This design comes from an exercise in tuning for small area and a short achievable clock period on the open sky130 flow, not from production work.
At most, simulation tests tie the RTL to the original design; equivalence was not proved.
Power is estimated from default activity; no workload was simulated.

== run 4 ==
## alu
module alu #(
    parameter INST_W = 4,
    parameter INT_W  = 6,
    parameter FRAC_W = 10,
    parameter DATA_W = INT_W + FRAC_W
)(
    input                      i_clk,
    input                      i_rst_n,
    input                      i_in_valid,
    output                     o_busy,
    input         [INST_W-1:0] i_inst,
    input  signed [DATA_W-1:0] i_data_a,
    input  signed [DATA_W-1:0] i_data_b,
    output                     o_out_valid,
    output        [DATA_W-1:0] o_data
);
    reg busy_r;      
    reg ovalid_r;
    always @(posedge i_clk or negedge i_rst_n) begin
        if (!i_rst_n) begin
            busy_r   <= 1'b0;
            ovalid_r <= 1'b0;
        end else begin
            busy_r   <= i_in_valid;
            ovalid_r <= busy_r;
        end
    end
    assign o_busy      = busy_r;
    assign o_out_valid = ovalid_r;
    wire [3:0]  op = i_inst;
    wire [15:0] a  = i_data_a;
    wire [15:0] b  = i_data_b;
    wire op_add = (op == 4'd0);
    wire op_sub = (op == 4'd1);
    wire op_mul = (op == 4'd2);
    wire op_acc = (op == 4'd3);
    wire op_sp  = (op == 4'd4);
  ...
Size in the first run: roughly 2,900 cells after synthesis, roughly 530 flip-flops.
clock: 8.5 ns
lec_check: 0
abc_area: 1
cap_margin: 20
core_margin: 2
core_utilization: 50
cts_buf_list: sky130_fd_sc_hd__clkbuf_8
setup_slack_margin: 5
slew_margin: 20
tns_end_percent: 20
standard.sh (not shown) runs the stock make flow with config.mk's settings and CLKGATE_MAP_FILE= SYNTH_SCRIPT=/design/flow/synth_recipe.tcl, a recipe that flattens the netlist after the stock synthesis.
==> flow/flow/run.sh <==
#!/bin/bash
# The standard layout (the standard.sh, all ORFS steps to finish), with one
# change: the port buffers are made as buf_2 cells instead of the slow delay
# buffer ORFS's port buffering picks by default. The tools' full output goes
# to flow_standard.log.
set -euo pipefail
bash standard.sh BUFFER_PORTS_ARGS="-buffer_cell sky130_fd_sc_hd__buf_2" finish > flow_standard.log 2>&1
Run 4 finished all stages; the layout is clean.
Edits applied to the flow inputs when going from run 4 to run 2:
Settings: SETUP_SLACK_MARGIN now 4.8, was 5; ABC_CLOCK_PERIOD_IN_PS now 3500, previously not set; TNS_END_PERCENT now 10, was 20; ABC_AREA no longer set, was 1; CORE_UTILIZATION now 58, was 50.
--- outcome ---
Run 2: flow completed, timing, DRC and antenna clean. Taking run 4 as the reference, in run 2 post-route fraction of the period consumed by the critical path moved up; setup slack moved down; switching power moved down; number of non-clock inverters in the layout moved down. Final clock skew delta (run 2 − run 4): favourable.


the previous run:
alu, a different RTL version from the one above (not shown whole).
For scale: about 2,600 cells after synthesis, ~530 flip-flops, roughly 28,000 um^2 of cells after synthesis.
clock: 8.5 ns
lec_check: 0
abc_clock_period_in_ps: 3500
cap_margin: 20
core_margin: 2
core_utilization: 50
setup_slack_margin: 5
slew_margin: 20
==> flow/flow/run.sh <==
#!/bin/bash
# Standard layout, except: synthesis leaves full/half adders to ABC's
# timing-driven mapping (no adder cell extraction), and the port buffers are
# buf_2 cells (the standard port buffering picks a slow delay cell).
set -euo pipefail
bash standard.sh ADDER_MAP_FILE= BUFFER_PORTS_ARGS="-buffer_cell sky130_fd_sc_hd__buf_2" finish > flow_standard.log 2>&1
The previous run completed end to end with timing, DRC and antenna clean.
The inputs of the current run differ from those of the previous run as listed below.
==> flow/run.sh (new file) <==
#!/bin/bash
# synth_recipe.tcl (not shown) runs the flow's synth.tcl, then flattens the netlist and writes it again
# the make line also repeats each setting of config.mk as NAME=value (left out here)
make -C /OpenROAD-flow-scripts/flow DESIGN_CONFIG=/design/flow/config.mk WORK_HOME=/design/flow/orfs CLKGATE_MAP_FILE= SYNTH_SCRIPT=/design/flow/synth_recipe.tcl finish
removed: flow/flow/run.sh
removed: flow/standard.sh
Notes after the runs:
- On leakage power of the design, the lower figure sits with the previous run, not the current run.
- Diff the previous run -> the current run | relative contribution of the clock network to total power | decrease of 1.6 points
- The total power of the current run is higher than that of the previous run.
- Minimum clock period improves in the current run relative to the previous run.
- Changes observed in the current run relative to the previous run: clock distribution power went down about 7%, flip-flop and latch count shows no meaningful change.
Function was not checked in any run of this note: the RTL went through the layout flow alone.

what the ideal ports hide:
No port has a modelled driver above. Below, the same layouts with a new extraction and two added sets of constraints.
Step 1 sets driving cells, clkbuf_16 on the clock port and buf_2 on the other inputs (assumed; they add their load-dependent delay and slew).
Step 2 also shifts input and output timing later by t, the mid clock arrival at the registers, as if the neighbouring blocks saw the same clock.
Slacks: ideal / step 1 / step 2; pairs: ideal / step 1.
run | shift t [ns] | slack for setup (ns) | worst setup path at the end | cell pins on the clock port's net
run 4 | 0.752 | 4.987 / 4.946 / 4.193 | input to register | 1
run 2 | 0.731 | 4.578 / 4.578 / 4.011 | input to register | 1
the previous run | 0.678 | 4.568 / 4.568 / 4.262 | input to register | 1
the current run | 0.690 | 4.582 / 4.582 / 4.251 | input to register | 1
After both steps every run listed still meets setup and hold. The setup slack of run 4, which loses most, moves by -0.041 ns with the drivers and by -0.794 ns with both steps.
